Context: an optimization exercise on an open-source flow, tuned for small area. The choices shown serve that exercise and are no tape-out recipe.
Function was checked by simulation only, so behaviour that the tests miss may differ from the original.
No activity file was given, so power comes from the tool's default toggle rates.

==> flow/design.v <==
module gshare
	#(  parameter GH_WIDTH = 8,
		parameter PC_WIDTH = 32,
		parameter INDEX_W  = 8
	)
	(
	input clk,ares,sync_reset,
	input [PC_WIDTH-1:0] instr_data,
	input instr_valid,
	input [INDEX_W-1:0] pred_result_idx,
	input pred_result_data,
	input pred_result_valid,
	output [INDEX_W+1-1:0] pred_data,
	output pred_valid
);
	localparam N = 256;
	reg [N-1:0] dir_n;      
	reg [N-1:0] str;        
	reg [7:0] ghist;
	reg clr_pend;           
	reg wb_valid;           
	reg [7:0] wb_idx;
	reg wb_taken;
	genvar g, k;
	wire clear = clr_pend | sync_reset;
	wire [15:0] b_row = 16'd1 << wb_idx[7:4];
	wire [15:0] b_col = 16'd1 << wb_idx[3:0];
	wire [15:0] row_dir, row_str;
	generate for (g = 0; g < 16; g = g + 1) begin : rd
		assign row_dir[g] = |(b_col & ~dir_n[g*16 +: 16]);
		assign row_str[g] = |(b_col & str[g*16 +: 16]);
	end endgenerate
	wire cur_dir = |(b_row & row_dir);
	wire cur_str = |(b_row & row_str);
	wire new_dir = cur_str ? cur_dir : wb_taken;
	wire new_str = cur_dir ~^ wb_taken;
	wire [7:0] idx = instr_data[7:0] ^ ghist;
	wire [7:0] lo_sel = 8'd1 << idx[2:0];
	wire [31:0] grp;
	generate for (g = 0; g < 32; g = g + 1) begin : prd
		assign grp[g] = |(lo_sel & dir_n[g*8 +: 8]);
	end endgenerate
	wire tbl_dir_n = grp[idx[7:3]];
	wire p_hit = wb_valid & (wb_idx == idx);
	assign pred_data = {idx, p_hit ? new_dir : (clr_pend | ~tbl_dir_n)};
	assign pred_valid = instr_valid;
	wire [15:0] w_row = (b_row & {16{wb_valid}}) | {16{clear}};
	wire [15:0] w_col = b_col | {16{clear}};
	wire w_dir_n = ~clear & ~new_dir;
	wire w_str = ~clear & new_str;
	integer i;
	always @(posedge clk) begin
		for (i = 0; i < N; i = i + 1)
			if (w_row[i/16] & w_col[i%16]) begin
				dir_n[i] <= w_dir_n;
				str[i] <= w_str;
			end
	end
	always @(posedge clk or posedge ares) begin
		if (ares) begin
			clr_pend <= 1'b1;
			wb_valid <= 1'b0;
		end else begin
			clr_pend <= 1'b0;
			wb_valid <= pred_result_valid & ~sync_reset;
		end
	end
	always @(posedge clk) begin
		wb_idx <= pred_result_idx;
		wb_taken <= pred_result_data;
	end
	always @(posedge clk or posedge ares) begin
		if (ares) ghist <= 8'd0;
		else if (sync_reset) ghist <= 8'd0;
		else if (pred_result_valid) ghist <= {ghist[6:0], pred_result_data};
	end
endmodule
export LEC_CHECK = 0
export CAP_MARGIN = 20
export CORE_MARGIN = 2
export CORE_UTILIZATION = 50
export CTS_BUF_LIST = sky130_fd_sc_hd__clkbuf_8
export CTS_CLUSTER_DIAMETER = 60
export CTS_CLUSTER_SIZE = 16
export PLACE_DENSITY = 0.6
export SLEW_MARGIN = 20
create_clock -name core_clock -period 9.0 [get_ports {clk}]
standard.sh (not shown) runs the stock make flow with config.mk's settings and CLKGATE_MAP_FILE= SYNTH_SCRIPT=/design/flow/synth_recipe.tcl, a recipe that flattens the netlist after the stock synthesis.
==> flow/flow/run.sh <==
#!/bin/bash
set -euo pipefail
W=$(pwd)
# synthesis script: synth_recipe.tcl, sourcing a copy of ORFS synth.tcl whose
# abc call uses our script
sed "s#log_cmd abc {\*}\$abc_args#log_cmd abc -script $W/flow/abc.script {*}[lrange \$abc_args 2 end]#" \
  "$FLOW_HOME/scripts/synth.tcl" > "$W/area_synth_main.tcl"
grep -q "flow/abc.script" "$W/area_synth_main.tcl"
sed "s#\$::env(SCRIPTS_DIR)/synth.tcl#$W/area_synth_main.tcl#" "$W/synth_recipe.tcl" > "$W/area_synth.tcl"
grep -q "area_synth_main.tcl" "$W/area_synth.tcl"
sed "s#SYNTH_SCRIPT=[^ ]*#SYNTH_SCRIPT=$W/area_synth.tcl#" "$W/standard.sh" > "$W/area_standard.sh"
grep -q "area_synth.tcl" "$W/area_standard.sh"
export BUFFER_PORTS_ARGS="-buffer_cell sky130_fd_sc_hd__buf_1"
bash "$W/area_standard.sh" finish > "$W/flow_make.log" 2>&1
==> flow/flow/abc.script <==
strash
&get -n
&st
&synch2
&nf -a -R 1000
&st
&synch2
&nf -a -R 1000
&put
Edit:
==> flow/design.v (replaced) <==
module gshare
	#(  parameter GH_WIDTH = 8,
		parameter PC_WIDTH = 32,
		parameter INDEX_W  = 8
	)
	(
	input clk,ares,sync_reset,
	input [PC_WIDTH-1:0] instr_data,
	input instr_valid,
	input [INDEX_W-1:0] pred_result_idx,
	input pred_result_data,
	input pred_result_valid,
	output [INDEX_W+1-1:0] pred_data,
	output pred_valid
);
	localparam N = 256;
	reg [N-1:0] dir_n;      
	reg [N-1:0] str;        
	reg [7:0] ghist;
	reg clr_pend;           
	reg wb_valid;           
	reg [7:0] wb_idx;
	reg wb_dir, wb_str;
	genvar g, k;
	wire [7:0] idx = instr_data[7:0] ^ ghist;
	wire [7:0] lo_sel = 8'd1 << idx[2:0];
	wire [31:0] grp;
	generate for (g = 0; g < 32; g = g + 1) begin : prd
		assign grp[g] = |(lo_sel & dir_n[g*8 +: 8]);
	end endgenerate
	wire tbl_dir_n = grp[idx[7:3]];
	wire p_hit = wb_valid & (wb_idx == idx);
	assign pred_data = {idx, p_hit ? wb_dir : (clr_pend | ~tbl_dir_n)};
	assign pred_valid = instr_valid;
	wire [15:0] u_row = 16'd1 << pred_result_idx[7:4];
	wire [15:0] u_col = 16'd1 << pred_result_idx[3:0];
	wire [15:0] row_dir, row_str;
	generate for (g = 0; g < 16; g = g + 1) begin : rd
		assign row_dir[g] = |(u_col & ~dir_n[g*16 +: 16]);
		assign row_str[g] = |(u_col & str[g*16 +: 16]);
	end endgenerate
	wire u_hit = wb_valid & (wb_idx == pred_result_idx);
	wire cur_dir = u_hit ? wb_dir : (clr_pend | (|(u_row & row_dir)));
	wire cur_str = u_hit ? wb_str : (~clr_pend & (|(u_row & row_str)));
	wire new_dir = cur_str ? cur_dir : pred_result_data;
	wire new_str = cur_dir ~^ pred_result_data;
	wire clear = clr_pend | sync_reset;
	wire [15:0] w_row = ({15'd0, wb_valid} << wb_idx[7:4]) | {16{clear}};
	wire [15:0] w_col = (16'd1 << wb_idx[3:0]) | {16{clear}};
	wire w_dir_n = ~clear & ~wb_dir;
	wire w_str = ~clear & wb_str;
	wire [N-1:0] we_n;    
	generate for (g = 0; g < 16; g = g + 1) begin : r
		for (k = 0; k < 16; k = k + 1) begin : c
			assign we_n[g*16+k] = ~(w_row[g] & w_col[k]);
		end
	end endgenerate
	integer i;
	always @(posedge clk) begin
		for (i = 0; i < N; i = i + 1)
			if (~we_n[i]) begin
				dir_n[i] <= w_dir_n;
				str[i] <= w_str;
			end
	end
	always @(posedge clk or posedge ares) begin
		if (ares) begin
			clr_pend <= 1'b1;
			wb_valid <= 1'b0;
		end else begin
			clr_pend <= 1'b0;
			wb_valid <= pred_result_valid & ~sync_reset;
		end
	end
	always @(posedge clk) begin
		wb_idx <= pred_result_idx;
		wb_dir <= new_dir;
		wb_str <= new_str;
	end
	always @(posedge clk or posedge ares) begin
		if (ares) ghist <= 8'd0;
		else if (sync_reset) ghist <= 8'd0;
		else if (pred_result_valid) ghist <= {ghist[6:0], pred_result_data};
	end
endmodule
The changed run produced a clean layout; worst hold slack loses 0.0092 ns; sequential share of layout area is higher by 1.4 points; clock skew went down by 0.0095 ns; wire length climbs by 2.5%; cell count fell by 3.5%; synthesized area drops by 2.3%; fmax went down by 2.1%; clock-buffer cell count went down by 5; first-iteration DRC count came out higher by 1.8%; combinational power fell by 14%; global-route usage climbs by 2.1 points; final area came out lower by 2.1%.

## afterwards: timing with drivers on the ports
The results above use ideal ports. As a check the final layouts listed here were re-extracted and re-timed, cells and wires unchanged. Step 1, drivers: a clkbuf_16 drives clk and a buf_2 each remaining input, both assumed. Step 2 also shifts input and output timing later by t, the mid clock arrival at the registers, as if the neighbouring blocks saw the same clock. Slacks: ideal ports / drivers / drivers and shift; pairs: ideal ports / drivers.
run	t (ns)	setup WS [ns]	worst setup path after step 2	worst register clock-pin slew, ns
the first run	0.720	1.460 / 1.430 / 1.430	input to output	0.11 / 0.11
the second run	0.703	1.299 / 1.277 / 1.277	input to output	0.10 / 0.10
After both steps setup and hold are still met in every run listed. The setup slack of the first run, which loses most, moves by -0.030 ns with the drivers and by -0.030 ns with both steps.
